What follows belongs to an exercise in optimizing a design on an open flow for small area; a production flow would make more cautious choices.
At most, simulation tests tie the RTL to the original design; equivalence was not proved.
Power figures rest on the tool's default switching activity, not on a simulated workload.

== job 101 ==
==> module uart_receiver, before the edit <==
module uart_receiver (
    input        clk, rst,
    input        rx_data,
    input        sample_tick,
    output [7:0] data_out,
    output       data_ready
    );
    reg [3:0] p;
    reg [3:0] tc;
    reg [7:0] sr;
    wire busy    = p[3] | p[2];
    wire bit_end = sample_tick & (&tc);
    wire [7:0] cnt_next = {p, tc} + {7'd0, sample_tick};
    assign data_ready = bit_end & (&p);
    always @(posedge clk or posedge rst)
        if (rst) p <= 4'd0;
        else if (!busy) p <= {1'b0, ~rx_data, ~rx_data, 1'b0};
        else p <= cnt_next[7:4];
    always @(posedge clk)
        if (!busy) tc <= {~rx_data, 3'b0};
        else tc <= cnt_next[3:0];
    always @(posedge clk)
        if (bit_end) sr <= {rx_data, sr[7:1]};
    assign data_out = sr;
endmodule
clock: 10.0 ns
lec_check: 0
cap_margin: 20
core_margin: 2
core_utilization: 70
place_density: 0.8
slew_margin: 20
standard.sh (not shown) runs the stock make flow with config.mk's settings and CLKGATE_MAP_FILE= SYNTH_SCRIPT=/design/flow/synth_recipe.tcl, a recipe that flattens the netlist after the stock synthesis.
==> flow/flow/run.sh <==
#!/bin/bash
# Standard ORFS layout (standard synthesis unchanged), with two changes:
#  - clock tree: sink clusters of up to 20 driven by clkbuf_8, no dummy loads
#  - port buffers: the smallest buffer (buf_1) instead of the default
set -euo pipefail
export CTS_ARGS="-sink_clustering_enable -repair_clock_nets -dont_use_dummy_load -buf_list sky130_fd_sc_hd__clkbuf_8 -sink_clustering_size 20 -sink_clustering_max_diameter 70"
export BUFFER_PORTS_ARGS="-buffer_cell sky130_fd_sc_hd__buf_1"
bash standard.sh finish > layout.log 2>&1
Job 101 finished end to end and its layout was clean on timing, DRC and antenna.
What job 102 does differently from job 101 at the input level:
--- a/flow/design.v
+++ b/flow/design.v
@@ -81,7 +81,7 @@
         if (!busy) tc <= {~rx_data, 3'b0};
         else tc <= cnt_next[3:0];
     always @(posedge clk)
-        if (bit_end) sr <= {rx_data, sr[7:1]};
+        if (busy & bit_end) sr <= {rx_data, sr[7:1]};
     assign data_out = sr;
 endmodule
 module fifo_tx (
Results
- Delta (job 102 minus job 101): compound-cell area share of the yosys netlist level; overall routing resource usage increased by 0.45 points relative to the old numbers; biggest cell delay along the critical path +30 ps; post-route cell area ~0 delta.
- Job 102 and job 101 ended up with nearly the same sequential share of layout area.


## harbor
The RTL this note starts from:
==> flow/design.v <==
module baud_rate_generator (
    input  clk, rst,
    output tick
    );
    reg [1:0] a;    
    reg [2:0] b;    
    reg [4:0] c;    
    always @(posedge clk or posedge rst) begin
        if (rst) begin
            a <= 2'b0;
            b <= 3'b0;
            c <= 5'b0;
        end else begin
            a <= {a[0],   ~(a[1] ^ a[0])};
            b <= {b[1:0], ~(b[2] ^ b[1])};
            c <= {c[3:0], ~(c[4] ^ c[2])};
        end
    end
    assign tick = a[1] & b[2] & ~b[1] & ~b[0] &
                  c[4] & ~c[3] & ~c[2] & ~c[1] & ~c[0];
endmodule
module uart_transmitter (
    input        clk, rst,
    input        tx_start,
    input        sample_tick,
    input  [7:0] data_in,
    output       tx_done,
    output       tx_data
    );
    reg [3:0] p;
    reg [3:0] tc;
    reg       tx_reg;
    wire busy = p[3] | p[2];
    wire [7:0] cnt_next = {p, tc} + {7'd0, sample_tick};
    assign tx_done = sample_tick & (&{p, tc});
    always @(posedge clk or posedge rst)
        if (rst) p <= 4'd0;
        else if (!busy) p <= {1'b0, tx_start, tx_start, 1'b0};
        else p <= cnt_next[7:4];
    always @(posedge clk)
        if (!busy) tc <= 4'd0;
        else tc <= cnt_next[3:0];
    reg tx_next;
    always @(*)
        case (p)
            4'd6:  tx_next = 1'b0;
            4'd7:  tx_next = data_in[0];
            4'd8:  tx_next = data_in[1];
            4'd9:  tx_next = data_in[2];
            4'd10: tx_next = data_in[3];
            4'd11: tx_next = data_in[4];
            4'd12: tx_next = data_in[5];
            4'd13: tx_next = data_in[6];
            4'd14: tx_next = data_in[7];
            default: tx_next = 1'b1;
        endcase
    always @(posedge clk or posedge rst)
        if (rst) tx_reg <= 1'b1;
        else tx_reg <= tx_next;
    assign tx_data = tx_reg;
endmodule
module uart_receiver (
    input        clk, rst,
    input        rx_data,
    input        sample_tick,
    output [7:0] data_out,
    output       data_ready
    );
    reg [3:0] p;
    reg [3:0] tc;
    reg [7:0] sr;
    wire busy    = p[3] | p[2];
    wire bit_end = sample_tick & (&tc);
    wire [7:0] cnt_next = {p, tc} + {7'd0, sample_tick};
    assign data_ready = bit_end & (&p);
    always @(posedge clk or posedge rst)
        if (rst) p <= 4'd0;
        else if (!busy) p <= {1'b0, ~rx_data, ~rx_data, 1'b0};
        else p <= cnt_next[7:4];
    always @(posedge clk)
        if (!busy) tc <= {~rx_data, 3'b0};
        else tc <= cnt_next[3:0];
    always @(posedge clk)
        if (bit_end) sr <= {rx_data, sr[7:1]};
    assign data_out = sr;
endmodule
module fifo_tx_ctl (
    input         clk, rst,
    input         wr,
    input         pop,
    output [15:0] ld, keep,
    output        empty, full
    );
    reg  [15:0] v;
    wire [15:0] hole;    
    genvar i;
    generate
        for (i = 0; i < 16; i = i + 1) begin : g
            if (i == 0) begin : b0
                assign hole[0] = ~v[0];
            end else begin : bn
                assign hole[i] = ~v[i] | hole[i-1];
            end
            assign ld[i] = hole[i] | pop;
            assign keep[i] = v[i] & ~((i == 0) ? pop : ld[i-1]);
            if (i == 15) begin : top
                always @(posedge clk or posedge rst)
                    if (rst) v[15] <= 1'b0;
                    else v[15] <= (wr & hole[15]) | keep[15];
            end else begin : mid
                always @(posedge clk or posedge rst)
                    if (rst) v[i] <= 1'b0;
                    else v[i] <= v[i+1] | keep[i];
            end
        end
    endgenerate
    assign full  = ~hole[15];
    assign empty = ~|v;
endmodule
module fifo_rx_ctl (
    input         clk, rst,
    input         wr,
    input         rd,
    output [15:0] ld, keep,
    output        empty, full
    );
    reg  [4:0] c;
    assign empty = (c == 5'd0);
    assign full  = c[4];
    wire pop  = rd & ~empty;
    wire push = wr & ~full;
    wire up = push & ~pop;
    wire dn = pop & ~push;
    wire [4:0] ones, zeros;
    assign ones[0] = 1'b1;
    assign zeros[0] = 1'b1;
    genvar k;
    generate
        for (k = 1; k < 5; k = k + 1) begin : t
            assign ones[k]  = ones[k-1] & c[k-1];
            assign zeros[k] = zeros[k-1] & ~c[k-1];
        end
    endgenerate
    always @(posedge clk or posedge rst)
        if (rst) c <= 5'd0;
        else c <= c ^ (({5{up}} & ones) | ({5{dn}} & zeros));
    wire [3:0] lt_hi, eq_hi, le_lo;
    genvar i;
    generate
        for (i = 0; i < 4; i = i + 1) begin : d
            assign lt_hi[i] = pop | (~c[4] & (c[3:2] < i));
            assign eq_hi[i] = ~c[4] & (c[3:2] == i);
            assign le_lo[i] = (c[1:0] <= i);
        end
        for (i = 0; i < 16; i = i + 1) begin : g
            assign ld[i] = lt_hi[i/4] | (eq_hi[i/4] & le_lo[i%4]);
            assign keep[i] = ~ld[i];
        end
    endgenerate
endmodule
module fifo_rows (
    input  [31:0]  take, keep,
    input  [255:0] src, q,
    output [255:0] d
    );
    genvar r;
    generate
        for (r = 0; r < 32; r = r + 1) begin : row
            assign d[8*r +: 8] = (src[8*r +: 8] & {8{take[r]}}) | (q[8*r +: 8] & {8{keep[r]}});
        end
    endgenerate
endmodule
module uart_top (
    input        clk, rst,
    input        read_uart, write_uart,
    input        rx_data_in,
    input  [7:0] write_data,
    output       rx_full, rx_empty, tx_full,
    output       tx_data_out,
    output [7:0] read_data
    );
    wire        tick;
    wire        rx_done, tx_done;
    wire        tx_empty;
    wire [7:0]  rx_byte;
    wire [15:0] tx_ld, rx_ld, tx_keep, rx_keep;
    reg  [127:0] tx_mem, rx_mem;
    wire [127:0] tx_next, rx_next;
    baud_rate_generator baud_rate_gen_module (.clk(clk), .rst(rst), .tick(tick));
    uart_transmitter uart_tx_module (.clk(clk), .rst(rst), .tx_start(~tx_empty),
        .sample_tick(tick), .data_in(tx_mem[7:0]), .tx_done(tx_done), .tx_data(tx_data_out));
    uart_receiver uart_rx_module (.clk(clk), .rst(rst), .rx_data(rx_data_in),
        .sample_tick(tick), .data_out(rx_byte), .data_ready(rx_done));
    fifo_tx_ctl fifo_tx_module (.clk(clk), .rst(rst), .wr(write_uart), .pop(tx_done),
        .ld(tx_ld), .keep(tx_keep), .empty(tx_empty), .full(tx_full));
    fifo_rx_ctl fifo_rx_module (.clk(clk), .rst(rst), .wr(rx_done), .rd(read_uart),
        .ld(rx_ld), .keep(rx_keep), .empty(rx_empty), .full(rx_full));
    fifo_rows rows (.take({rx_ld, tx_ld}), .keep({rx_keep, tx_keep}),
        .src({rx_byte, rx_mem[127:8], write_data, tx_mem[127:8]}),
        .q({rx_mem, tx_mem}), .d({rx_next, tx_next}));
    always @(posedge clk) begin
        tx_mem <= tx_next;
        rx_mem <= rx_next;
    end
    assign read_data = rx_mem[7:0];
endmodule
export LEC_CHECK = 0
export CAP_MARGIN = 20
export CORE_MARGIN = 2
export CORE_UTILIZATION = 70
export PLACE_DENSITY = 0.8
export SLEW_MARGIN = 20
export SYNTH_HIERARCHICAL = 1
export SYNTH_MINIMUM_KEEP_SIZE = 400
create_clock -name core_clock -period 10.0 [get_ports {clk}]
Scripts as last shown in full above: flow/flow/run.sh
Changes in cedar relative to harbor:
-- flow/design.v --
<<< harbor, line 89
    input         wr,
    input         pop,
    output [15:0] ld, keep,
    output        empty, full
    );
>>> cedar, line 89
    input         wr,
    input         pop,
    output [15:0] ld,
    output        empty, full
    );
<<< harbor, line 103
            end
            assign ld[i] = hole[i] | pop;
            assign keep[i] = v[i] & ~((i == 0) ? pop : ld[i-1]);
            if (i == 15) begin : top
                always @(posedge clk or posedge rst)
                    if (rst) v[15] <= 1'b0;
                    else v[15] <= (wr & hole[15]) | keep[15];
            end else begin : mid
                always @(posedge clk or posedge rst)
                    if (rst) v[i] <= 1'b0;
                    else v[i] <= v[i+1] | keep[i];
            end
        end
>>> cedar, line 103
            end
            assign ld[i] = hole[i] | pop;
            if (i == 15) begin : top
                always @(posedge clk or posedge rst)
                    if (rst) v[15] <= 1'b0;
                    else v[15] <= (wr & hole[15]) | (v[15] & ~ld[14]);
            end else begin : mid
                always @(posedge clk or posedge rst)
                    if (rst) v[i] <= 1'b0;
                    else v[i] <= v[i+1] | (v[i] & ~((i == 0) ? pop : ld[i-1]));
            end
        end
<<< harbor, line 122
    input         wr,
    input         rd,
    output [15:0] ld, keep,
    output        empty, full
    );
>>> cedar, line 121
    input         wr,
    input         rd,
    output [15:0] ld,
    output        empty, full
    );
<<< harbor, line 155
        for (i = 0; i < 16; i = i + 1) begin : g
            assign ld[i] = lt_hi[i/4] | (eq_hi[i/4] & le_lo[i%4]);
            assign keep[i] = ~ld[i];
        end
    endgenerate
>>> cedar, line 154
        for (i = 0; i < 16; i = i + 1) begin : g
            assign ld[i] = lt_hi[i/4] | (eq_hi[i/4] & le_lo[i%4]);
        end
    endgenerate
<<< harbor, line 184
    wire        tx_empty;
    wire [7:0]  rx_byte;
    wire [15:0] tx_ld, rx_ld, tx_keep, rx_keep;
    reg  [127:0] tx_mem, rx_mem;
    wire [127:0] tx_next, rx_next;
>>> cedar, line 182
    wire        tx_empty;
    wire [7:0]  rx_byte;
    wire [15:0] tx_ld, rx_ld;
    reg  [127:0] tx_mem, rx_mem;
    wire [127:0] tx_next, rx_next;
<<< harbor, line 193
        .sample_tick(tick), .data_out(rx_byte), .data_ready(rx_done));
    fifo_tx_ctl fifo_tx_module (.clk(clk), .rst(rst), .wr(write_uart), .pop(tx_done),
        .ld(tx_ld), .keep(tx_keep), .empty(tx_empty), .full(tx_full));
    fifo_rx_ctl fifo_rx_module (.clk(clk), .rst(rst), .wr(rx_done), .rd(read_uart),
        .ld(rx_ld), .keep(rx_keep), .empty(rx_empty), .full(rx_full));
    fifo_rows rows (.take({rx_ld, tx_ld}), .keep({rx_keep, tx_keep}),
        .src({rx_byte, rx_mem[127:8], write_data, tx_mem[127:8]}),
        .q({rx_mem, tx_mem}), .d({rx_next, tx_next}));
>>> cedar, line 191
        .sample_tick(tick), .data_out(rx_byte), .data_ready(rx_done));
    fifo_tx_ctl fifo_tx_module (.clk(clk), .rst(rst), .wr(write_uart), .pop(tx_done),
        .ld(tx_ld), .empty(tx_empty), .full(tx_full));
    fifo_rx_ctl fifo_rx_module (.clk(clk), .rst(rst), .wr(rx_done), .rd(read_uart),
        .ld(rx_ld), .empty(rx_empty), .full(rx_full));
    fifo_rows rows (.take({rx_ld, tx_ld}), .keep(~{rx_ld, tx_ld}),
        .src({rx_byte, rx_mem[127:8], write_data, tx_mem[127:8]}),
        .q({rx_mem, tx_mem}), .d({rx_next, tx_next}));
[summary]
cedar ran to completion and came out clean on the timing, design-rule and antenna checks. Compared with harbor, cedar shows a total length of routed wires that is 2.4% higher. Hold slack was lower in the run labelled cedar. Internal power component in cedar is about 27% higher than in harbor. | total vias in the final route | cedar vs harbor | 1.6% higher |. In cedar relative to harbor, sequential power had gone up by more than a quarter. Of the two candidates, harbor has the better first-pass GRT wire length and cedar the worse one. Going from harbor to cedar, die width grew slightly.
Only the layout flow was run in harbor; the RTL was not checked for function there.

-- what the ideal ports hide --
No port has a modelled driver above. Below, the same layouts with a new extraction and two added sets of constraints. Step 1 sets driving cells, clkbuf_16 on the clock port and buf_2 on the other inputs (assumed; they add their load-dependent delay and slew). Step 2, shift: input delay + t, output delay - t, t = (earliest + latest rising clock arrival at the registers) / 2. This alone moves slack from input paths to output paths. Three values: ideal, step 1, step 2; two values: the first two.
run	shift t [ns]	setup WS [ns]	hold slack, ns	worst setup path at the end
job 101	0.553	5.645 / 5.609 / 6.162	0.366 / 0.366 / 0.366	register to output
job 102	0.545	5.708 / 5.671 / 6.216	0.369 / 0.369 / 0.369	register to output
harbor	0.550	5.907 / 5.869 / 6.014	0.387 / 0.387 / 0.387	input to register
cedar	0.561	5.984 / 5.946 / 5.886	0.346 / 0.346 / 0.346	input to register
After both steps setup and hold are still met in every run listed. For cedar, which loses most, drivers alone change the setup slack by -0.038 ns; drivers and shift together by -0.098 ns.
